This design comes from an exercise in tuning for small area, a short achievable clock period and few clock cycles on the open sky130 flow, not from production work. In this exercise RTL edits were held to simulation tests only and were not proved equivalent to the original. Power is estimated from default activity; no workload was simulated.

### flow/design.v
module prefix_add #(parameter W = 32) (
    input  [W-1:0] a,
    input  [W-1:0] b,
    input          cin,
    output [W-1:0] s,
    output         cout
);
    localparam L = (W + 1 <= 2) ? 1 : (W + 1 <= 4) ? 2 : (W + 1 <= 8) ? 3 :
                   (W + 1 <= 16) ? 4 : (W + 1 <= 32) ? 5 : 6;
    wire [W:0] g [0:L];
    wire [W:0] p [0:L];
    wire [W-1:0] hp = a ^ b;
    assign g[0] = {a & b, cin};
    assign p[0] = {hp, 1'b0};
    genvar k, i;
    generate
        for (k = 0; k < L; k = k + 1) begin : lvl
            for (i = 0; i <= W; i = i + 1) begin : bitk
                if (i >= (1 << k)) begin : comb
                    assign g[k+1][i] = g[k][i] | (p[k][i] & g[k][i - (1 << k)]);
                    assign p[k+1][i] = p[k][i] & p[k][i - (1 << k)];
                end else begin : pass
                    assign g[k+1][i] = g[k][i];
                    assign p[k+1][i] = p[k][i];
                end
            end
        end
    endgenerate
    assign s = hp ^ g[L][W-1:0];
    assign cout = g[L][W];
endmodule
module pc_rel #(parameter N = 13) (
    input  [31:0] pc,
    input  [N-1:0] imm,
    output [31:0] t
);
    wire [N-1:0] lo;
    wire c;
    prefix_add #(.W(N)) add_lo(.a(pc[N-1:0]), .b(imm), .cin(1'b0), .s(lo), .cout(c));
    wire [31-N:0] hi = pc[31:N];
    wire [31-N:0] hi_inc, hi_dec;
    wire ci, cd;
    prefix_add #(.W(32-N)) inc(.a(hi), .b({(32-N){1'b0}}), .cin(1'b1), .s(hi_inc), .cout(ci));
    prefix_add #(.W(32-N)) dec(.a(hi), .b({(32-N){1'b1}}), .cin(1'b0), .s(hi_dec), .cout(cd));
    wire sg = imm[N-1];
    assign t = {(c & ~sg) ? hi_inc : (~c & sg) ? hi_dec : hi, lo};
endmodule
module alu(
    input [31:0] a,
    input [31:0] b,
    input        sub,       
    input        sra,       
    input        sel_add,
    input        sel_slt,
    input        sel_sltu,
    input        sel_xor,
    input        sel_or,
    input        sel_and,
    input        sel_sll,
    input        sel_srl,
    output [31:0] sum,
    output        eq,
    output        lt,
    output        ltu,
    output [31:0] result
);
    wire co;
    prefix_add #(.W(32)) add(.a(a), .b(sub ? ~b : b), .cin(sub), .s(sum), .cout(co));
    assign eq  = (a == b);
    assign ltu = ~co;
    assign lt  = (a[31] ^ b[31]) ? a[31] : ltu;
    wire [31:0] shl = a << b[4:0];
    wire [31:0] shr = $signed({sra & a[31], a}) >>> b[4:0];
    assign result = ({32{sel_add}}  & sum)
                  | ({32{sel_slt}}  & {31'd0, lt})
                  | ({32{sel_sltu}} & {31'd0, ltu})
                  | ({32{sel_xor}}  & (a ^ b))
                  | ({32{sel_or}}   & (a | b))
                  | ({32{sel_and}}  & (a & b))
                  | ({32{sel_sll}}  & shl)
                  | ({32{sel_srl}}  & shr);
endmodule
module register_file(
    input clk,
    input reset,
    input [4:0] reg1_address,
    input [4:0] reg2_address,
    input write_enable,
    input [4:0] write_address,
    input [31:0] write_data,
    output reg [31:0] reg1_data,
    output reg [31:0] reg2_data
);
    reg [31:0] registers [1:31];
    reg [31:1] valid;
    integer i;
    always @(*) begin
        reg1_data = 32'd0;
        reg2_data = 32'd0;
        for (i = 1; i < 32; i = i + 1) begin
            reg1_data = reg1_data | ({32{valid[i] && reg1_address == i[4:0]}} & registers[i]);
            reg2_data = reg2_data | ({32{valid[i] && reg2_address == i[4:0]}} & registers[i]);
        end
    end
    always @(posedge clk) begin
        for (i = 1; i < 32; i = i + 1) begin
            if (reset)
                valid[i] <= 1'b0;
            else if (write_enable && write_address == i[4:0])
                valid[i] <= 1'b1;
        end
    end
    always @(posedge clk) begin
        for (i = 1; i < 32; i = i + 1)
            if (write_enable && write_address == i[4:0])
                registers[i] <= write_data;
    end
endmodule
module cpu (
    input clk,
    input reset,
    output [31:0] iaddr,
    input [31:0] idata,
    output reg [31:0] daddr,
    input [31:0] drdata,
    output reg [31:0] dwdata,
    output reg [3:0] dwe
);
    reg [31:2] pc;
    reg [31:0] ex_a, ex_b, ex_c;
    reg        ex_issued;      
    reg        ex_killed;      
    reg        ex_wr;          
    reg [4:0]  ex_rd;
    reg        ex_load, ex_store, ex_branch, ex_jal, ex_jalr, ex_link;
    reg [2:0]  ex_f3;
    reg        ex_sub, ex_sra;
    reg        ex_sel_add, ex_sel_slt, ex_sel_sltu, ex_sel_xor, ex_sel_or,
               ex_sel_and, ex_sel_sll, ex_sel_srl;
    reg        ex_fa, ex_fb, ex_fc;
    reg        mem_we;
    reg [4:0]  mem_rd;
    wire ex_valid = ex_issued & ~ex_killed;
    wire ex_we    = ex_wr & ~ex_killed;
    reg m_n;                          
    reg m_b0, m_b1, m_b2, m_b3;       
    reg m_h1, m_h3, m_hs;             
    reg m_w, m_ws;                    
    reg m_s0, m_s1, m_s2, m_s3;       
    wire ld_sign = (m_s0 & drdata[7]) | (m_s1 & drdata[15]) |
                   (m_s2 & drdata[23]) | (m_s3 & drdata[31]);
    wire [31:0] wb_val;
    assign wb_val[7:0] = ({8{m_b0}} & drdata[7:0]) | ({8{m_b1}} & drdata[15:8]) |
                         ({8{m_b2}} & drdata[23:16]) | ({8{m_b3}} & drdata[31:24]) |
                         ({8{m_n}} & daddr[7:0]);
    assign wb_val[15:8] = ({8{m_h1}} & drdata[15:8]) | ({8{m_h3}} & drdata[31:24]) |
                          ({8{m_hs & ld_sign}}) | ({8{m_n}} & daddr[15:8]);
    assign wb_val[31:16] = ({16{m_w}} & drdata[31:16]) | ({16{m_ws & ld_sign}}) |
                           ({16{m_n}} & daddr[31:16]);
    wire [31:0] ir = idata;
    wire [6:0] opcode = ir[6:0];
    wire [4:0] rd     = ir[11:7];
    wire [2:0] funct3 = ir[14:12];
    wire [4:0] rs1    = ir[19:15];
    wire [4:0] rs2    = ir[24:20];
    wire       f7b5   = ir[30];
    wire op_lui    = (opcode == 7'b0110111);
    wire op_auipc  = (opcode == 7'b0010111);
    wire op_jal    = (opcode == 7'b1101111);
    wire op_jalr   = (opcode == 7'b1100111);
    wire op_branch = (opcode == 7'b1100011);
    wire op_load   = (opcode == 7'b0000011);
    wire op_store  = (opcode == 7'b0100011);
    wire op_imm    = (opcode == 7'b0010011);
    wire op_reg    = (opcode == 7'b0110011);
    wire [31:0] imm_i = {{20{ir[31]}}, ir[31:20]};
    wire [31:0] imm_s = {{20{ir[31]}}, ir[31:25], ir[11:7]};
    wire [31:0] imm_b = {{19{ir[31]}}, ir[31], ir[7], ir[30:25], ir[11:8], 1'b0};
    wire [31:0] imm_u = {ir[31:12], 12'd0};
    wire [31:0] imm_j = {{11{ir[31]}}, ir[31], ir[19:12], ir[20], ir[30:21], 1'b0};
    wire [31:0] rf1, rf2;
    register_file RF(.clk(clk), .reset(reset),
                     .reg1_address(rs1), .reg2_address(rs2),
                     .write_enable(mem_we), .write_address(mem_rd), .write_data(wb_val),
                     .reg1_data(rf1), .reg2_data(rf2));
    wire byp1 = mem_we & (mem_rd == rs1);
    wire byp2 = mem_we & (mem_rd == rs2);
    wire [31:0] fd_target;
    pc_rel #(.N(21)) t_pc(.pc(iaddr), .imm(ir[3] ? imm_j[20:0] : imm_b[20:0]), .t(fd_target));
    wire [29:0] pc4_hi;
    wire pc4_c;
    prefix_add #(.W(30)) inc4(.a(pc), .b(30'd0), .cin(1'b1), .s(pc4_hi), .cout(pc4_c));
    wire [31:0] pc_plus4 = {pc4_hi, 2'b00};
    wire uses_rs1 = ~(op_lui | op_auipc | op_jal);
    wire uses_rs2 = op_reg | op_store | op_branch;
    wire writes_rd = (op_lui | op_auipc | op_jal | op_jalr | op_load | op_imm | op_reg)
                     & (rd != 5'd0);
    wire load_use = ex_we & ex_load &
                    ((uses_rs1 & (rs1 == ex_rd)) | (uses_rs2 & (rs2 == ex_rd)));
    wire a_is_rs = ~(op_lui | op_auipc | op_jal);
    wire b_is_rs = op_reg | op_branch;
    wire c_is_br = op_branch | op_jal;
    wire a_rf  = a_is_rs & ~byp1;
    wire a_byp = a_is_rs & byp1;
    wire a_pc  = op_auipc | op_jal;
    wire b_rf  = b_is_rs & ~byp2;
    wire b_byp = b_is_rs & byp2;
    wire c_rf  = op_store & ~byp2;
    wire c_byp = op_store & byp2;
    wire c_br  = c_is_br;
    wire c_pc4 = ~op_store & ~c_is_br;
    wire [31:0] b_imm = op_store ? imm_s : (op_lui | op_auipc) ? imm_u :
                        op_jal ? 32'd4 : imm_i;
    wire [31:0] fd_a = ({32{a_rf}} & rf1) | ({32{a_byp}} & wb_val) | ({32{a_pc}} & iaddr);
    wire [31:0] fd_b = ({32{b_rf}} & rf2) | ({32{b_byp}} & wb_val) | ({32{~b_is_rs}} & b_imm);
    wire [31:0] fd_c = ({32{c_rf}} & rf2) | ({32{c_byp}} & wb_val) |
                       ({32{c_br}} & fd_target) | ({32{c_pc4}} & pc_plus4);
    wire [31:0] fa = ex_fa ? daddr : ex_a;
    wire [31:0] fb = ex_fb ? daddr : ex_b;
    wire [31:0] fc = ex_fc ? daddr : ex_c;
    wire [31:0] sum, alu_res;
    wire eq, lt, ltu;
    alu A(.a(fa), .b(fb), .sub(ex_sub), .sra(ex_sra),
          .sel_add(ex_sel_add), .sel_slt(ex_sel_slt), .sel_sltu(ex_sel_sltu),
          .sel_xor(ex_sel_xor), .sel_or(ex_sel_or), .sel_and(ex_sel_and),
          .sel_sll(ex_sel_sll), .sel_srl(ex_sel_srl),
          .sum(sum), .eq(eq), .lt(lt), .ltu(ltu), .result(alu_res));
    wire cond = (ex_f3[2] ? (ex_f3[1] ? ltu : lt) : eq) ^ ex_f3[0];
    wire ex_redirect = ex_valid & (ex_jal | ex_jalr | (ex_branch & cond));
    wire [31:0] ex_target = ex_jalr ? {sum[31:1], 1'b0} : ex_c;
    wire [31:0] ex_res = ex_link ? ex_c : alu_res;
    wire ld   = ex_load;
    wire ld_b = (ex_f3[1:0] == 2'b00);
    wire ld_h = (ex_f3[1:0] == 2'b01);
    wire ld_w = ex_f3[1];
    wire la0 = (sum[1:0] == 2'd0);
    wire la1 = (sum[1:0] == 2'd1);
    wire la2 = (sum[1:0] == 2'd2);
    wire la3 = (sum[1:0] == 2'd3);
    wire [3:0] st_mask = ex_f3[1] ? 4'b1111 :
                         ex_f3[0] ? (sum[1] ? 4'b1100 : 4'b0011) :
                         (4'b0001 << sum[1:0]);
    wire [31:0] st_data = ex_f3[1] ? fc :
                          ex_f3[0] ? {2{fc[15:0]}} : {4{fc[7:0]}};
    assign iaddr = {pc, 2'b00};
    always @(posedge clk) begin
        if (reset)
            pc <= 30'd0;
        else if (ex_redirect)
            pc <= ex_target[31:2];
        else if (load_use)
            pc <= pc;
        else
            pc <= pc_plus4[31:2];
    end
    wire issue = ~reset & ~load_use;
    always @(posedge clk) begin
        ex_issued <= issue;
        ex_killed <= ex_redirect;
        ex_wr    <= issue & writes_rd;
        ex_rd    <= rd;
        ex_load  <= op_load;
        ex_store <= op_store;
        ex_branch <= op_branch;
        ex_jal   <= op_jal;
        ex_jalr  <= op_jalr;
        ex_link  <= op_jalr;
        ex_f3    <= funct3;
        ex_sub   <= op_branch | (op_reg & f7b5 & (funct3 == 3'b000)) |
                    ((op_reg | op_imm) & (funct3 == 3'b010 || funct3 == 3'b011));
        ex_sra   <= f7b5;
        ex_sel_add  <= op_lui | op_auipc | op_jal | op_load | op_store |
                       ((op_reg | op_imm) & (funct3 == 3'b000));
        ex_sel_slt  <= (op_reg | op_imm) & (funct3 == 3'b010);
        ex_sel_sltu <= (op_reg | op_imm) & (funct3 == 3'b011);
        ex_sel_xor  <= (op_reg | op_imm) & (funct3 == 3'b100);
        ex_sel_or   <= (op_reg | op_imm) & (funct3 == 3'b110);
        ex_sel_and  <= (op_reg | op_imm) & (funct3 == 3'b111);
        ex_sel_sll  <= (op_reg | op_imm) & (funct3 == 3'b001);
        ex_sel_srl  <= (op_reg | op_imm) & (funct3 == 3'b101);
        ex_a <= fd_a;
        ex_b <= fd_b;
        ex_c <= fd_c;
        ex_fa <= a_is_rs & ex_we & (ex_rd == rs1);
        ex_fb <= b_is_rs & ex_we & (ex_rd == rs2);
        ex_fc <= op_store & ex_we & (ex_rd == rs2);
    end
    always @(posedge clk) begin
        daddr    <= ex_res;
        dwdata   <= st_data;
        dwe      <= (~reset & ex_valid & ex_store) ? st_mask : 4'b0000;
        mem_we   <= ~reset & ex_we;
        mem_rd   <= ex_rd;
        m_n  <= ~ld;
        m_b0 <= ld & (ld_w | (ld_h & la0) | (ld_b & la0));
        m_b1 <= ld & ld_b & la1;
        m_b2 <= ld & (ld_h | ld_b) & la2;
        m_b3 <= ld & ld_b & la3;
        m_h1 <= ld & (ld_w | (ld_h & la0));
        m_h3 <= ld & ld_h & la2;
        m_hs <= ld & ld_b & ~ex_f3[2];
        m_w  <= ld & ld_w;
        m_ws <= ld & (ld_b | ld_h) & ~ex_f3[2];
        m_s0 <= ld_b & la0;
        m_s1 <= (ld_b & la1) | (ld_h & la0);
        m_s2 <= ld_b & la2;
        m_s3 <= (ld_b & la3) | (ld_h & la2);
    end
endmodule
### flow/flow/run.sh
#!/bin/bash
# The standard layout (standard.sh), with two extra ORFS settings from
# flow/extra.mk: repair_timing aims for extra setup slack (SETUP_SLACK_MARGIN),
# and ports are buffered with a regular buffer instead of a delay cell.
# The clock period, SDC and every other setting are the standard flow's.
set -euo pipefail
cat flow/extra.mk >> config.mk
bash standard.sh finish > standard_flow.log 2>&1
### flow/standard.sh
#!/bin/bash
# synth_recipe.tcl (not shown) runs the flow's synth.tcl, then flattens the netlist and writes it again
# the make line also repeats each setting of config.mk as NAME=value (left out here)
make -C /OpenROAD-flow-scripts/flow DESIGN_CONFIG=/design/flow/config.mk WORK_HOME=/design/flow/orfs CLKGATE_MAP_FILE= SYNTH_SCRIPT=/design/flow/synth_recipe.tcl "${@:-finish}"
### flow/config.mk
export PLATFORM = sky130hd
export DESIGN_NAME = cpu
export DESIGN_NICKNAME = cpu
export VERILOG_FILES = /design/flow/design.v
export SDC_FILE = /design/flow/constraint.sdc
export NUM_CORES = 4
export LEC_CHECK = 0
export CAP_MARGIN = 20
export CORE_MARGIN = 2
export CORE_UTILIZATION = 40
export PLACE_DENSITY = 0.6
export SLEW_MARGIN = 20
export SETUP_SLACK_MARGIN = 7
export BUFFER_PORTS_ARGS = -buffer_cell sky130_fd_sc_hd__buf_4
### flow/flow/extra.mk
export SETUP_SLACK_MARGIN = 7
export BUFFER_PORTS_ARGS = -buffer_cell sky130_fd_sc_hd__buf_4
### flow/constraint.sdc
create_clock -name core_clock -period 11.0 [get_ports {clk}]
set_input_delay 2.2000 -clock core_clock [delete_from_list [all_inputs] [get_ports {clk}]]
set_output_delay 2.2000 -clock core_clock [all_outputs]
set_load 0.01 [all_outputs]
==> qor.tcl, run 1 <==
set qor(status) {no timing/DRC/antenna violations}
set qor(fin_crit_sh_pct) 39.1
set qor(detailed_place.area_um2) 66000
set qor(cellInternalPower_mw) 7.94
set qor(leakagePower_nw) 25.2
set qor(drv_cap) 0
set qor(cts_max_level) 4
set qor(placeableCoreArea_um2) 154000
set qor(grt_pass1_wl_mm) 442
set qor(area_growth_pct) 22.3
set qor(io_pins) 166
set qor(clock.fmax_mhz) 233
set qor(post_synth_main_area_contributors) {edfxtp_1 48%, dfxtp_1 8.9%, a22oi_1 4.9%, a221oi_1 4.1%, a22o_1 3.9%}
set qor(post_cts_hold_buffer_count) 0
set qor(globalplace.congestion) 1.04
set qor(vdd.ir_drop.worst_uv) 203
set qor(cts.sink_count) 1266
set qor(hold_viol) 0
set qor(route.detailed.wl_per_inst_um) 43.7
set qor(power.share.clock_pct) 45.0
set qor(largest_buffer_count_on_any_clock_path) 3
set qor(placed_cells_incl_taps) 7188
set qor(crit_top_cell) {a21o_1}
set qor(final_cells) 7663
set qor(drive_above_1_share_pct) 22.3
set qor(multiInputGateArea_um2) 27100
set qor(gr-max-usage-layer) {met2}
set qor(portBuffers) 163
set qor(number_of_global_route_vias_before_repair) 53000
set qor(slew_headroom_pct) 16.0
set qor(period_needed_ns) 4.30
set qor(routed_wl_mm) 335
set qor(fin_skew_ns) 0.0739
set qor(number_of_flops_mapped_to_enable_cells_by_yosys) 992
set qor(grt_antenna_before_repair) 18
set qor(stdcell_area_um2) 75400
set qor(yosys_register_bits) 1266
set qor(avgViaCountPerCell) 7.55
set qor(cpMaxStageDelayCell) {a2111o_1}
set qor(finish.utilization_pct) 49.1
set qor(die_h_um) 397
set qor(grt_util_met1_pct) 47.5
set qor(min-delay-path-class) {flop to flop}
set qor(synthesis.instances) 5239
set qor(globalRouteMet2Util_pct) 56.9
set qor(num-nets-final) 5682
set qor(grt_max_degree) 66
set qor(cts_inserted_buffers) 137
set qor(worstPathRequired_ns) 11.69
set qor(remaining_global_route_overflow) 0
set qor(timing.critical_path.cells) {buf_16 > mux2_4 > ha_4 > a21o_1 > a21o_1 > a2111o_1 > nor4bb_4 > o211ai_1 > buf_4 > nand3_4 > o32ai_4 > o221ai_2 > a22o_1}
set qor(antenna_left) 0
set qor(seq_area_um2) 35300
set qor(dp_hpwl_mm) 199
set qor(worst_setup_hold_path_clk_slew_ns) 0.06
set qor(power_switching_mw) 2.55
set qor(routed-via-count) 57800
set qor(post_synth.cell_area_avg_um2) 11.8
set qor(cellPowerDensity_nw_per_um2) 139
set qor(category_of_the_worst_setup_path_launch_point) {input pin}
set qor(worstSetupEndpointType) {flop}
set qor(r2r_setup_slack_ns) 6.99
set qor(tns_ns) 0
set qor(synth_cell_types) 82
set qor(fill_cell_total_of_the_finished_layout) 13400
set qor(synth_flop_cell) {edfxtp_1}
set qor(die_width_um) 397
set qor(setup.worst_path.class) {input pin to flop}
set qor(clock_latency_ns) 0.87
set qor(dr.first_iter.drc_count) 12500
set qor(detail_route.first_pass.iterations) 14
set qor(synth.yosys.seq_area_share_pct) 57.2
set qor(sw_frac_of_total_pct) 24.3
set qor(met3_usage_pct) 18.3
set qor(timing_worst_slew_pin_value_ns) 1.26
set qor(layout_setup_ws_ns) 6.70
set qor(cts_root_buf) {clkbuf_16}
set qor(die_area_um2) 157000
set qor(row_count) 144
set qor(synthDominantAreaCellType) {edfxtp_1}
set qor(clock_tree_from_tritoncts) {built}
set qor(cpPeakStageDelay_ns) 0.44
set qor(final_max_slew_viol_count) 0
set qor(share_of_yosys_cell_area_claimed_by_the_top_area_cell_type_pct) 48.3
set qor(drc) 0
set qor(start_util_pct) 40.2
set qor(dpl_worst_slack_ns) 4.91
set qor(grt.total_usage_pct) 40.8
set qor(crit_arrival_ns) 4.99
set qor(power_frac_comb_pct) 5.4
set qor(critical_path_fanouts_max) 5
set qor(synth_commonest_cells) {992 x edfxtp_1, 406 x a22oi_1, 366 x clkbuf_1}
set qor(synth_warn) 7
set qor(grt_setup_unrepaired) {true}
set qor(synth_async_sr_flop_share_pct) 0
set qor(share_of_power_burned_in_registers_pct) 49.6
set qor(setup_violations) 0
set qor(yosys.cell_count.top_type) {edfxtp_1}
set qor(synth.cell_area_um2) 61600
[critical path, delay by kind of cell]
family	cells	cell delay, ns
AOI/OAI and AO/OA	7	1.66
muxes	1	0.33
buffers and inverters	2	0.30
and+or+nand+nor	2	0.28
adders and majority gates	1	0.21
[cells in the final DEF, fill, tap and decap left out, types with 26 or more instances in the layout]
cell type | Yosys | final
nand4_1 | 98 | 98
a21oi_2 | 0 | 26
a211oi_1 | 54 | 46
a21o_1 | 28 | 28
ha_1 | 119 | 108
buf_6 | 0 | 44
a221oi_2 | 1 | 59
nor2_4 | 0 | 33
nand3_1 | 178 | 170
edfxtp_1 | 992 | 992
nor2_1 | 347 | 310
buf_4 | 3 | 423
inv_1 | 107 | 102
a221o_1 | 40 | 38
a221oi_1 | 289 | 227
a222oi_1 | 80 | 80
clkinv_2 | 0 | 28
mux2i_1 | 195 | 167
buf_12 | 0 | 35
mux2_2 | 38 | 33
o21ai_0 | 142 | 119
a22oi_1 | 406 | 394
a21oi_1 | 203 | 165
clkbuf_16 | 0 | 144
nor3_1 | 84 | 35
a22o_1 | 277 | 277
nor3_4 | 0 | 36
xnor2_1 | 103 | 98
nand2_1 | 234 | 224
dfxtp_1 | 274 | 252
a31oi_1 | 42 | 39
and3_4 | 0 | 52
xor2_1 | 40 | 38
[cell type report]
type | instances | area share (%)
tap | 2044 | 3.39
sequential | 1266 | 46.8
multi-input combinational | 3428 | 36.0
inverter | 112 | 0.564
clock buffer | 170 | 4.82
antenna | 15 | 0.0498
clock inverter | 77 | 1.21
timing repair buffer | 551 | 7.14
[flip-flops by register name, indices dropped and copies added, names as in the netlist, 3 cells and up]
signal,cells
RF.registers,992
RF.valid,31
daddr,32
dwdata,32
dwe,4
ex_a,32
ex_b,32
ex_c,32
ex_f3,3
ex_rd,5
mem_rd,5
pc,30
[metal layers]
layer / part of all wire, % / vias up
met2: 40 / 6399
met4: 11 / 16
met5: 0.16 / -
met1: 32 / 27700
li1: - / 21600
met3: 17 / 2123
[power groups by stage]
stage	sequential (mW)	combinational, mW	clock (mW)
final	5.20	0.570	4.72
after global routing	5.20	0.588	4.89
after CTS	5.19	0.508	4.70
after detailed placement	5.30	0.471	0
after global placement	5.30	0.470	0
after floorplan	5.27	0.273	0
[kinds of logic (layout without fill, tap and decap cells)]
kind of cell	after synthesis	in the layout	synth area share, %
AOI/OAI and AO/OA	1731	1731	21.5
DFF	1266	1266	57.2
and+or+nand+nor	1190	1195	9.39
buffers and inverters	552	910	3.40
muxes	236	237	3.96
xor gates and xnor gates	143	143	2.03
adders and majority gates	120	120	2.45
other	1	17	0.00608
[per-stage QoR]
stage | power [mW] | hold WS (ns)
6_report | 10.5 | 0.405
5_1_grt | 10.7 | 0.415
3_3_place_gp | 5.77 | 0.387
4_1_cts | 10.4 | 0.400
2_1_floorplan | 5.54 | 0.375
3_5_place_dp | 5.77 | 0.387
[worst paths after layout]
kind | start | end | cells past startpoint
setup / recovery | idata[3] | ex_c[24] | 13
setup reg to reg | ex_fb | pc[28] | 16
hold reg to reg | ex_rd[0] | mem_rd[0] | 0
hold / removal | ex_rd[0] | mem_rd[0] | 0
[repair_timing]
action                     CTS  global route
setup buffers               85           102
pin swaps                   71           173
setup endpoints to repair  171           140
resized for setup          313           251
cloned                      13            10
hold endpoints to repair     0             0
Testbench counts, summed over its fixed seeds: cycles 70,592.
==> inputs of run 2 (changes only) <==
--- a/flow/design.v
+++ b/flow/design.v
@@ -69,8 +69,15 @@
     assign eq  = (a == b);
     assign ltu = ~co;
     assign lt  = (a[31] ^ b[31]) ? a[31] : ltu;
-    wire [31:0] shl = a << b[4:0];
-    wire [31:0] shr = $signed({sra & a[31], a}) >>> b[4:0];
+    function [31:0] rev(input [31:0] x);
+        integer k;
+        for (k = 0; k < 32; k = k + 1) rev[k] = x[31 - k];
+    endfunction
+    wire [31:0] sh_in = sel_sll ? rev(a) : a;
+    wire [32:0] sh_x  = {sra & a[31], sh_in};
+    wire [32:0] sh_r  = $signed(sh_x) >>> b[4:0];
+    wire [31:0] shl = rev(sh_r[31:0]);
+    wire [31:0] shr = sh_r[31:0];
     assign result = ({32{sel_add}}  & sum)
                   | ({32{sel_slt}}  & {31'd0, lt})
                   | ({32{sel_sltu}} & {31'd0, ltu})
@@ -128,6 +135,8 @@
 );
     reg [31:2] pc;
     reg [31:0] ex_a, ex_b, ex_c;
+    reg [12:1] ex_imm;         
+    reg        ex_pred;        
     reg        ex_issued;      
     reg        ex_killed;      
     reg        ex_wr;          
@@ -185,8 +194,8 @@
                      .reg1_data(rf1), .reg2_data(rf2));
     wire byp1 = mem_we & (mem_rd == rs1);
     wire byp2 = mem_we & (mem_rd == rs2);
-    wire [31:0] fd_target;
-    pc_rel #(.N(21)) t_pc(.pc(iaddr), .imm(ir[3] ? imm_j[20:0] : imm_b[20:0]), .t(fd_target));
+    wire [5:0] jal_lo = {1'b0, pc[6:2]} + {1'b0, imm_j[6:2]};
+    wire jal_fd = op_jal & (imm_j[20:7] == 14'd0) & ~jal_lo[5];
     wire [29:0] pc4_hi;
     wire pc4_c;
     prefix_add #(.W(30)) inc4(.a(pc), .b(30'd0), .cin(1'b1), .s(pc4_hi), .cout(pc4_c));
@@ -199,7 +208,7 @@
                     ((uses_rs1 & (rs1 == ex_rd)) | (uses_rs2 & (rs2 == ex_rd)));
     wire a_is_rs = ~(op_lui | op_auipc | op_jal);
     wire b_is_rs = op_reg | op_branch;
-    wire c_is_br = op_branch | op_jal;
+    wire c_is_br = op_branch;
     wire a_rf  = a_is_rs & ~byp1;
     wire a_byp = a_is_rs & byp1;
     wire a_pc  = op_auipc | op_jal;
@@ -210,11 +219,11 @@
     wire c_br  = c_is_br;
     wire c_pc4 = ~op_store & ~c_is_br;
     wire [31:0] b_imm = op_store ? imm_s : (op_lui | op_auipc) ? imm_u :
-                        op_jal ? 32'd4 : imm_i;
+                        op_jal ? imm_j : imm_i;
     wire [31:0] fd_a = ({32{a_rf}} & rf1) | ({32{a_byp}} & wb_val) | ({32{a_pc}} & iaddr);
     wire [31:0] fd_b = ({32{b_rf}} & rf2) | ({32{b_byp}} & wb_val) | ({32{~b_is_rs}} & b_imm);
     wire [31:0] fd_c = ({32{c_rf}} & rf2) | ({32{c_byp}} & wb_val) |
-                       ({32{c_br}} & fd_target) | ({32{c_pc4}} & pc_plus4);
+                       ({32{c_br}} & iaddr) | ({32{c_pc4}} & pc_plus4);
     wire [31:0] fa = ex_fa ? daddr : ex_a;
     wire [31:0] fb = ex_fb ? daddr : ex_b;
     wire [31:0] fc = ex_fc ? daddr : ex_c;
@@ -226,8 +235,10 @@
           .sel_sll(ex_sel_sll), .sel_srl(ex_sel_srl),
           .sum(sum), .eq(eq), .lt(lt), .ltu(ltu), .result(alu_res));
     wire cond = (ex_f3[2] ? (ex_f3[1] ? ltu : lt) : eq) ^ ex_f3[0];
-    wire ex_redirect = ex_valid & (ex_jal | ex_jalr | (ex_branch & cond));
-    wire [31:0] ex_target = ex_jalr ? {sum[31:1], 1'b0} : ex_c;
+    wire ex_redirect = ex_valid & ((ex_jal & ~ex_pred) | ex_jalr | (ex_branch & cond));
+    wire [31:0] br_target;
+    pc_rel #(.N(13)) t_br(.pc(ex_c), .imm({ex_imm, 1'b0}), .t(br_target));
+    wire [31:0] ex_target = ex_branch ? br_target : {sum[31:1], 1'b0};
     wire [31:0] ex_res = ex_link ? ex_c : alu_res;
     wire ld   = ex_load;
     wire ld_b = (ex_f3[1:0] == 2'b00);
@@ -250,6 +261,8 @@
             pc <= ex_target[31:2];
         else if (load_use)
             pc <= pc;
+        else if (jal_fd)
+            pc <= {pc[31:7], jal_lo[4:0]};
         else
             pc <= pc_plus4[31:2];
     end
@@ -264,12 +277,12 @@
         ex_branch <= op_branch;
         ex_jal   <= op_jal;
         ex_jalr  <= op_jalr;
-        ex_link  <= op_jalr;
+        ex_link  <= op_jal | op_jalr;
         ex_f3    <= funct3;
         ex_sub   <= op_branch | (op_reg & f7b5 & (funct3 == 3'b000)) |
                     ((op_reg | op_imm) & (funct3 == 3'b010 || funct3 == 3'b011));
         ex_sra   <= f7b5;
-        ex_sel_add  <= op_lui | op_auipc | op_jal | op_load | op_store |
+        ex_sel_add  <= op_lui | op_auipc | op_load | op_store |
                        ((op_reg | op_imm) & (funct3 == 3'b000));
         ex_sel_slt  <= (op_reg | op_imm) & (funct3 == 3'b010);
         ex_sel_sltu <= (op_reg | op_imm) & (funct3 == 3'b011);
@@ -281,6 +294,8 @@
         ex_a <= fd_a;
         ex_b <= fd_b;
         ex_c <= fd_c;
+        ex_imm <= imm_b[12:1];
+        ex_pred <= jal_fd;
         ex_fa <= a_is_rs & ex_we & (ex_rd == rs1);
         ex_fb <= b_is_rs & ex_we & (ex_rd == rs2);
         ex_fc <= op_store & ex_we & (ex_rd == rs2);
--- a/flow/config.mk
+++ b/flow/config.mk
@@ -8,6 +8,7 @@
 export CAP_MARGIN = 20
 export CORE_MARGIN = 2
 export CORE_UTILIZATION = 40
+export CTS_BUF_LIST = sky130_fd_sc_hd__clkbuf_8
 export PLACE_DENSITY = 0.6
 export SLEW_MARGIN = 20
 export SETUP_SLACK_MARGIN = 7
==> qor.tcl, run 2 <==
set qor(grt.total_usage_pct) 41.6 ;# +0.83 points
set qor(vdd.ir_drop.worst_uv) 119 ;# -41%
set qor(timing_worst_slew_pin_value_ns) 1.30 ;# +0.0461 ns
set qor(tns_ns) 0 ;# unchanged
set qor(post_synth_main_area_contributors) {edfxtp_1 49%, dfxtp_1 9.2%, a22oi_1 5.8%, a221oi_1 4.0%, a22o_1 3.6%}
set qor(yosys.cell_count.top_type) {edfxtp_1}
set qor(number_of_flops_mapped_to_enable_cells_by_yosys) 992 ;# unchanged
set qor(synth_flop_cell) {edfxtp_1}
set qor(post_cts_hold_buffer_count) 0 ;# unchanged
set qor(die_width_um) 395 ;# -0.41%
set qor(fin_skew_ns) 0.0688 ;# -0.00512 ns
set qor(grt_pass1_wl_mm) 447 ;# +1.1%
set qor(route.detailed.wl_per_inst_um) 44.0 ;# +0.74%
set qor(clock.fmax_mhz) 226 ;# -2.7%
set qor(drive_above_1_share_pct) 22.8 ;# +0.47 points
set qor(worstSetupEndpointType) {flop}
set qor(setup.worst_path.class) {input pin to flop}
set qor(category_of_the_worst_setup_path_launch_point) {input pin}
set qor(max_ffs_per_register) 992 ;# unchanged
set qor(routed_wl_mm) 337 ;# +0.66%
set qor(final_max_slew_viol_count) 0 ;# unchanged
set qor(cts_root_buf) {clkbuf_8}
set qor(slew_headroom_pct) 12.5 ;# -3.5 points
set qor(setup_violations) 0 ;# unchanged
set qor(drv_cap) 0 ;# unchanged
set qor(area_growth_pct) 19.4
set qor(synth_warn) 8 ;# +1
set qor(portBuffers) 163 ;# unchanged
set qor(synthDominantAreaCellType) {edfxtp_1}
set qor(share_of_yosys_cell_area_claimed_by_the_top_area_cell_type_pct) 48.7 ;# +0.40 points
set qor(layout_commonest_cell) {edfxtp_1}
set qor(r2r_setup_slack_ns) 6.78 ;# -0.21 ns
set qor(top_register) {RF.registers}
set qor(worst_hold_slack_ns) 0.472 ;# +0.0672 ns
set qor(synth_cell_types) 79 ;# -3.7%
set qor(fin_crit_sh_pct) 40.2 ;# +1.1 points
set qor(io_pins) 166 ;# unchanged
set qor(period_needed_ns) 4.42 ;# +0.121 ns
set qor(finish.utilization_pct) 48.0 ;# -1.1 points
set qor(die_area_um2) 156000 ;# -0.81%
set qor(clock_latency_ns) 1.01 ;# +0.14 ns
set qor(placeableCoreArea_um2) 152000 ;# -1.0%
set qor(leakagePower_nw) 24.7 ;# -2.0%
set qor(critical_path_fanouts_max) 18 ;# +13
set qor(synth_commonest_cells) {992 x edfxtp_1, 469 x a22oi_1, 388 x clkbuf_1}
set qor(cellPowerDensity_nw_per_um2) 138 ;# -0.84%
set qor(die_h_um) 395 ;# -0.41%
set qor(dr.first_iter.drc_count) 12800 ;# +1.8%
set qor(cts_max_level) 4 ;# unchanged
set qor(dpl_worst_slack_ns) 5.16 ;# +0.252 ns
set qor(cts.sink_count) 1274 ;# +0.63%
set qor(largest_buffer_count_on_any_clock_path) 3 ;# unchanged
set qor(globalplace.congestion) 1.05 ;# +1.8%
set qor(crit_arrival_ns) 5.26 ;# +0.27 ns
set qor(min-delay-path-class) {flop to flop}
set qor(yosys_register_bits) 1274 ;# +0.63%
set qor(num-nets-final) 5619 ;# -1.1%
set qor(clock_tree_from_tritoncts) {built}
set qor(layout_setup_ws_ns) 6.58 ;# -0.121 ns
set qor(grt_antenna_before_repair) 24 ;# +6
set qor(hold_viol) 0 ;# unchanged
set qor(synth.cell_area_um2) 61100 ;# -0.82%
set qor(avgViaCountPerCell) 7.47 ;# -0.98%
set qor(remaining_global_route_overflow) 0 ;# unchanged
set qor(dp_hpwl_mm) 203 ;# +1.8%
set qor(number_of_global_route_vias_before_repair) 53200 ;# +0.48%
set qor(synth.yosys.seq_area_share_pct) 58.0 ;# +0.74 points
set qor(mostFrequentLayoutCells) {992 x edfxtp_1, 461 x a22oi_1, 386 x buf_4, 283 x nor2_1, 272 x nand2_1}
set qor(row_count) 143 ;# -0.69%
set qor(post_synth.cell_area_avg_um2) 11.8 ;# about the same
set qor(detail_route.first_pass.iterations) 17 ;# +3
set qor(synthesis.instances) 5197 ;# -0.80%
set qor(routed-via-count) 57200 ;# -1.1%
set qor(status) {no timing/DRC/antenna violations}
set qor(cts_inserted_buffers) 209 ;# +53%
set qor(start_util_pct) 40.2 ;# +0.090 points
set qor(drc) 0 ;# unchanged
set qor(worstPathRequired_ns) 11.84 ;# +0.15 ns
set qor(grt_max_degree) 61 ;# -7.6%
set qor(antenna_left) 0 ;# unchanged
set qor(grt_setup_unrepaired) {true}
set qor(synth_async_sr_flop_share_pct) 0 ;# unchanged
set qor(worst_setup_hold_path_clk_slew_ns) 0.06 ;# about the same
-- run 2: cell count changes after synthesis, sizes merged, moves of 23 or more --
| cell | before | now |
|---|---|---|
| nor2 | 347 | 324 |
| mux2i | 196 | 130 |
| a31oi | 42 | 14 |
| nand2 | 234 | 288 |
| a22o | 277 | 250 |
| a22oi | 406 | 469 |
| nor3 | 84 | 108 |
| mux4 | 2 | 30 |
-- run 2: power by group --
part,switching (mW),internal [mW]
Combinational,0.360,0.194
Clock,2.11,2.16
Sequential,0.0640,5.18
-- run 2: metal layers --
layer / up-vias / track usage, % / share of wire (%)
met2: 6441 / 57.8 / 39
met4: 30 / 34.6 / 11
met1: 27200 / 47.6 / 32
met5: - / 0.616 / 0.086
li1: 21400 / - / -
met3: 2219 / 20.7 / 17
-- run 2: final cells by class --
class | count | area, um2
fillers | 13500 | 78900
flip-flops and latches | 1274 | 35500
multi-input cells | 3364 | 26100
repair buffers | 466 | 4080
clock buffers | 226 | 3110
well taps | 2030 | 2540
clock inverters | 165 | 1100
inverters | 119 | 475
diodes | 11 | 27.5
repair inverters | 2 | 17.5
-- run 2: final timing paths --
kind,start,endpoint,cells past startpoint
max,idata[17],ex_a[18],8
min,ex_rd[3],mem_rd[3],0
max reg2reg,ex_fa,pc[4],18
min reg2reg,ex_rd[3],mem_rd[3],0
-- run 2: worst max-delay path, cell delays in order --
cell      delay (ns)
buf_4           0.15
nor2b_1         0.51
and3_2          0.88
buf_4           0.58
a221oi_1        0.18
nand3_1         0.14
nor3_2          0.08
o21ai_0         0.48
-- run 2: what timing repair did --
item                       4_1_cts  5_1_grt
cloned                          10        3
resized for setup              282      208
buffers inserted                65       51
pin swaps                       37       56
setup endpoints to repair      185      136
-- run 2: through the flow --
stage / instances / instance area (um2) / power [mW]
floorplan: 5198 / 62400 / 5.57
global placement: 7121 / 65300 / 5.80
detailed placement: 7121 / 65300 / 5.80
CTS: 7587 / 71500 / 9.99
global route: 7649 / 73000 / 10.3
finish: 7657 / 73000 / 10.1
-- run 2: cells by family after synthesis --
| kind of cell | synth area share [%] |
|---|---|
| compound gates | 21.1 |
| xor+xnor | 1.89 |
| fa+ha+maj | 2.42 |
| buf+inv | 3.50 |
| flops | 58.0 |
| mux | 3.56 |
| other cells | 0.00613 |
| simple gates | 9.57 |
Testbench counts of run 2, summed over its fixed seeds: cycles 69,118.
==> inputs of run 3 (changes only) <==
--- a/flow/design.v
+++ b/flow/design.v
@@ -137,6 +137,7 @@
     reg [31:0] ex_a, ex_b, ex_c;
     reg [12:1] ex_imm;         
     reg        ex_pred;        
+    reg        ex_auipc;
     reg        ex_issued;      
     reg        ex_killed;      
     reg        ex_wr;          
@@ -196,6 +197,10 @@
     wire byp2 = mem_we & (mem_rd == rs2);
     wire [5:0] jal_lo = {1'b0, pc[6:2]} + {1'b0, imm_j[6:2]};
     wire jal_fd = op_jal & (imm_j[20:7] == 14'd0) & ~jal_lo[5];
+    wire [5:0] jr_lo = {1'b0, ex_a[6:2]} + {1'b0, imm_i[6:2]};
+    wire [31:12] auipc_hi = ex_a[31:12] + ex_b[31:12];
+    wire jalr_fd = op_jalr & ex_we & ex_auipc & (ex_rd == rs1) &
+                   (imm_i[11:7] == 5'd0) & ~jr_lo[5];
     wire [29:0] pc4_hi;
     wire pc4_c;
     prefix_add #(.W(30)) inc4(.a(pc), .b(30'd0), .cin(1'b1), .s(pc4_hi), .cout(pc4_c));
@@ -235,7 +240,7 @@
           .sel_sll(ex_sel_sll), .sel_srl(ex_sel_srl),
           .sum(sum), .eq(eq), .lt(lt), .ltu(ltu), .result(alu_res));
     wire cond = (ex_f3[2] ? (ex_f3[1] ? ltu : lt) : eq) ^ ex_f3[0];
-    wire ex_redirect = ex_valid & ((ex_jal & ~ex_pred) | ex_jalr | (ex_branch & cond));
+    wire ex_redirect = ex_valid & (((ex_jal | ex_jalr) & ~ex_pred) | (ex_branch & cond));
     wire [31:0] br_target;
     pc_rel #(.N(13)) t_br(.pc(ex_c), .imm({ex_imm, 1'b0}), .t(br_target));
     wire [31:0] ex_target = ex_branch ? br_target : {sum[31:1], 1'b0};
@@ -254,17 +259,22 @@
     wire [31:0] st_data = ex_f3[1] ? fc :
                           ex_f3[0] ? {2{fc[15:0]}} : {4{fc[7:0]}};
     assign iaddr = {pc, 2'b00};
+    reg [31:2] fd_next;
+    always @(*) begin
+        if (load_use)
+            fd_next = pc;
+        else if (jal_fd)
+            fd_next = {pc[31:7], jal_lo[4:0]};
+        else if (jalr_fd)
+            fd_next = {auipc_hi, ex_a[11:7], jr_lo[4:0]};
+        else
+            fd_next = pc_plus4[31:2];
+    end
     always @(posedge clk) begin
         if (reset)
             pc <= 30'd0;
-        else if (ex_redirect)
-            pc <= ex_target[31:2];
-        else if (load_use)
-            pc <= pc;
-        else if (jal_fd)
-            pc <= {pc[31:7], jal_lo[4:0]};
         else
-            pc <= pc_plus4[31:2];
+            pc <= ex_redirect ? ex_target[31:2] : fd_next;
     end
     wire issue = ~reset & ~load_use;
     always @(posedge clk) begin
@@ -295,7 +305,8 @@
         ex_b <= fd_b;
         ex_c <= fd_c;
         ex_imm <= imm_b[12:1];
-        ex_pred <= jal_fd;
+        ex_pred <= jal_fd | jalr_fd;
+        ex_auipc <= op_auipc;
         ex_fa <= a_is_rs & ex_we & (ex_rd == rs1);
         ex_fb <= b_is_rs & ex_we & (ex_rd == rs2);
         ex_fc <= op_store & ex_we & (ex_rd == rs2);
==> qor.tcl, run 3 <==
set qor(status) {no timing/DRC/antenna violations}
set qor(avgViaCountPerCell) 7.47 ;# about the same
set qor(clock_latency_ns) 1.05 ;# +0.04 ns
set qor(detail_route.first_pass.iterations) 14 ;# -3
set qor(area_growth_pct) 17.8
set qor(top_register) {RF.registers}
set qor(setup_violations) 0 ;# unchanged
set qor(cpPeakStageDelay_ns) 0.42 ;# -0.46 ns
set qor(vdd.ir_drop.worst_uv) 116 ;# -2.8%
set qor(synth_flop_cell) {edfxtp_1}
set qor(worstPathRequired_ns) 11.81 ;# -0.03 ns
set qor(category_of_the_worst_setup_path_launch_point) {flop}
set qor(period_needed_ns) 4.16 ;# -0.257 ns
set qor(setup.worst_path.class) {flop to flop}
set qor(drv_cap) 0 ;# unchanged
set qor(row_count) 145 ;# +1.4%
set qor(layout_commonest_cell) {edfxtp_1}
set qor(grt.total_usage_pct) 41.1 ;# -0.48 points
set qor(fill_cell_total_of_the_finished_layout) 14000 ;# +3.8%
set qor(portBuffers) 163 ;# unchanged
set qor(crit_arrival_ns) 4.97 ;# -0.29 ns
set qor(cts.sink_count) 1275 ;# +0.078%
set qor(stdcell_area_um2) 73900 ;# +1.2%
set qor(worst_setup_hold_path_clk_slew_ns) 0.07 ;# about the same
set qor(slew_headroom_pct) 19.1 ;# +6.5 points
set qor(number_of_flops_mapped_to_enable_cells_by_yosys) 992 ;# unchanged
set qor(die_h_um) 400 ;# +1.3%
set qor(yosys.cell_count.top_type) {edfxtp_1}
set qor(grt_max_degree) 68 ;# +11%
set qor(final_cells) 7814 ;# +2.1%
set qor(clock_tree_from_tritoncts) {built}
set qor(grt_setup_unrepaired) {true}
set qor(start_util_pct) 40.2 ;# about the same
set qor(hold_viol) 0 ;# unchanged
set qor(placed_cells_incl_taps) 7336 ;# +3.0%
set qor(max_ffs_per_register) 992 ;# unchanged
set qor(detailed_place.area_um2) 66900 ;# +2.4%
set qor(largest_buffer_count_on_any_clock_path) 3 ;# unchanged
set qor(timing_worst_slew_pin_value_ns) 1.21 ;# -0.0965 ns
set qor(crit_top_cell) {buf_12}
set qor(grt_pass1_wl_mm) 452 ;# +1.3%
set qor(synthesis.instances) 5412 ;# +4.1%
set qor(min-delay-path-class) {flop to flop}
set qor(cts_inserted_buffers) 204 ;# -2.4%
set qor(drive_above_1_share_pct) 21.0 ;# -1.8 points
set qor(tns_ns) 0 ;# unchanged
set qor(synth_warn) 8 ;# unchanged
set qor(yosys_register_bits) 1275 ;# +0.078%
set qor(share_of_yosys_cell_area_claimed_by_the_top_area_cell_type_pct) 47.5 ;# -1.2 points
set qor(post_cts_hold_buffer_count) 0 ;# unchanged
set qor(worstSetupEndpointType) {flop}
set qor(routed_wl_mm) 338 ;# +0.30%
set qor(mostFrequentLayoutCells) {992 x edfxtp_1, 360 x a22oi_1, 336 x buf_4, 334 x nand2_1, 306 x nor2_1}
set qor(leakagePower_nw) 25.2 ;# +1.7%
set qor(seq_area_um2) 35500 ;# about the same
set qor(cpMaxStageDelayCell) {dfxtp_4}
set qor(synth.yosys.seq_area_share_pct) 56.5 ;# -1.4 points
set qor(fin_skew_ns) 0.117 ;# +0.0481 ns
set qor(crit_family) {compound AO/OA/AOI/OAI gates}
set qor(globalplace.congestion) 1.07 ;# +1.6%
set qor(route.detailed.wl_per_inst_um) 43.3 ;# -1.7%
set qor(routed-via-count) 58400 ;# +2.0%
set qor(worst-path-buf-inv) 3 ;# +1
set qor(timing.critical_path.cells) {buf_12 > mux2i_4 > buf_12 > xnor2_2 > ha_1 > a21oi_4 > nor2_2 > o31a_1 > o31a_4 > o21ai_4 > o211ai_4 > a31oi_2 > xor2_1 > a31oi_1 > buf_6 > a211oi_1 > a211oi_4}
set qor(fin_crit_sh_pct) 37.8 ;# -2.3 points
set qor(grt_antenna_before_repair) 26 ;# +8.3%
set qor(post_synth.cell_area_avg_um2) 11.6 ;# -1.5%
set qor(critical_path_fanouts_max) 7 ;# -11
set qor(dr.first_iter.drc_count) 11700 ;# -7.9%
set qor(io_pins) 166 ;# unchanged
set qor(clock.fmax_mhz) 240 ;# +6.2%
set qor(drc) 0 ;# unchanged
set qor(synth.cell_area_um2) 62700 ;# +2.6%
set qor(cts_max_level) 4 ;# unchanged
set qor(placeableCoreArea_um2) 156000 ;# +2.7%
set qor(die_area_um2) 160000 ;# +2.6%
set qor(num-nets-final) 5787 ;# +3.0%
set qor(post_synth_main_area_contributors) {edfxtp_1 47%, dfxtp_1 9.0%, a22oi_1 4.4%, a221oi_1 4.1%, a22o_1 3.8%}
set qor(dp_hpwl_mm) 203 ;# +0.27%
set qor(number_of_global_route_vias_before_repair) 54600 ;# +2.6%
set qor(synth_cell_types) 100 ;# +27%
set qor(multiInputGateArea_um2) 27300 ;# +4.5%
set qor(die_width_um) 400 ;# +1.3%
set qor(synth_async_sr_flop_share_pct) 0 ;# unchanged
set qor(synthDominantAreaCellType) {edfxtp_1}
set qor(remaining_global_route_overflow) 0 ;# unchanged
set qor(finish.utilization_pct) 47.4 ;# -0.69 points
set qor(cellPowerDensity_nw_per_um2) 138 ;# about the same
set qor(final_max_slew_viol_count) 0 ;# unchanged
set qor(cts_root_buf) {clkbuf_8}
set qor(antenna_left) 0 ;# unchanged
set qor(synth_commonest_cells) {992 x edfxtp_1, 370 x a22oi_1, 355 x clkbuf_1}
==> run 3: stage by stage <==
step | hold slack (ns) | setup WS (ns) | total power [mW]
floorplan | 0.388 | 6.73 | 5.60
global placement | 0.470 | 4.88 | 5.84
detailed placement | 0.466 | 4.87 | 5.84
CTS | 0.480 | 6.93 | 10.1
global route | 0.484 | 6.80 | 10.4
finish | 0.481 | 6.84 | 10.2
==> run 3: power by group <==
group,leakage [nW],switching [mW],internal (mW),total [mW]
Combinational,12.5,0.383,0.192,0.575
Sequential,10.3,0.0563,5.19,5.24
Clock,2.42,2.15,2.23,4.38
Total,25.2,2.59,7.61,10.2
==> run 3: cell type report <==
cell class / instances / area share (%)
flip-flops and latches: 1275 / 48.1
multi-input cells: 3559 / 36.9
repair buffers: 407 / 4.85
clock buffers: 222 / 4.14
well taps: 2058 / 3.49
clock inverters: 150 / 1.66
inverters: 124 / 0.684
repair inverters: 7 / 0.129
diodes: 12 / 0.0406
==> run 3: path summary, 6_finish.rpt <==
kind / start / to / slack [ns] / cells after the start
setup / recovery: ex_fb / pc[22] / 6.84 / 17
setup reg to reg: ex_fb / pc[22] / 6.84 / 17
hold / removal: ex_imm[4] / mem_rd[4] / 0.48 / 0
hold reg to reg: ex_imm[4] / mem_rd[4] / 0.48 / 0
==> run 3: layer usage <==
layer	track usage, %	wire length, um	part of all wire [%]	vias to the layer above
met1	48.0	108000	32	27900
met3	16.9	54800	16	2112
met2	59.6	138000	41	6334
li1	-	-	-	22000
met5	1.79	592	0.18	-
met4	32.0	36800	11	30
==> run 3: kinds of logic (layout without fill, tap and decap cells) <==
| logic type | Yosys count | in the layout | synth area share [%] |
|---|---|---|---|
| other | 1 | 14 | 0.00598 |
| AND/OR/NAND/NOR | 1307 | 1310 | 9.91 |
| adder cells (fa/ha/maj) | 143 | 143 | 2.90 |
| buffers and inverters | 582 | 910 | 3.69 |
| AO/OA/AOI/OAI | 1791 | 1791 | 21.5 |
| multiplexers | 178 | 178 | 3.55 |
| flip-flops | 1275 | 1275 | 56.5 |
| XOR/XNOR | 135 | 135 | 1.88 |
==> run 3: what timing repair did <==
| action | 4_1_cts | 5_1_grt |
|---|---|---|
| pin swaps | 33 | 44 |
| cloned | 17 | 0 |
| setup endpoints to repair | 175 | 146 |
| gates resized for setup | 250 | 145 |
| setup buffers | 48 | 27 |
Testbench counts of run 3, summed over its fixed seeds: cycles 67,781.

## separate check: timing with driven ports
Ports are ideal in the flow. The routed layouts listed here were re-timed in OpenROAD.
Step 1 (the two cells are an assumption about what drives the block):
set clk [get_ports {clk}]
set_driving_cell -lib_cell sky130_fd_sc_hd__clkbuf_16 $clk
set_driving_cell -lib_cell sky130_fd_sc_hd__buf_2 [delete_from_list [all_inputs] $clk]
Step 2 adds t to the input delays and takes it off the output delays; t is the mean of the earliest and latest rising clock arrival at the registers after step 1. Input paths then give back, and output paths get back, about the clock's delay inside the block.
a / b / c = no drivers / after step 1 / after step 2; a / b = the first two.
run	shift t [ns]	slack for setup (ns)	pins driven straight from the clock port
run 1	0.913	6.704 / 6.588 / 5.675	1
run 2	1.055	6.583 / 6.633 / 5.577	1
run 3	1.071	6.840 / 6.840 / 5.837	1
After both steps every run listed still meets setup and hold. The setup slack of run 1, which loses most, moves by -0.116 ns with the drivers and by -1.029 ns with both steps.
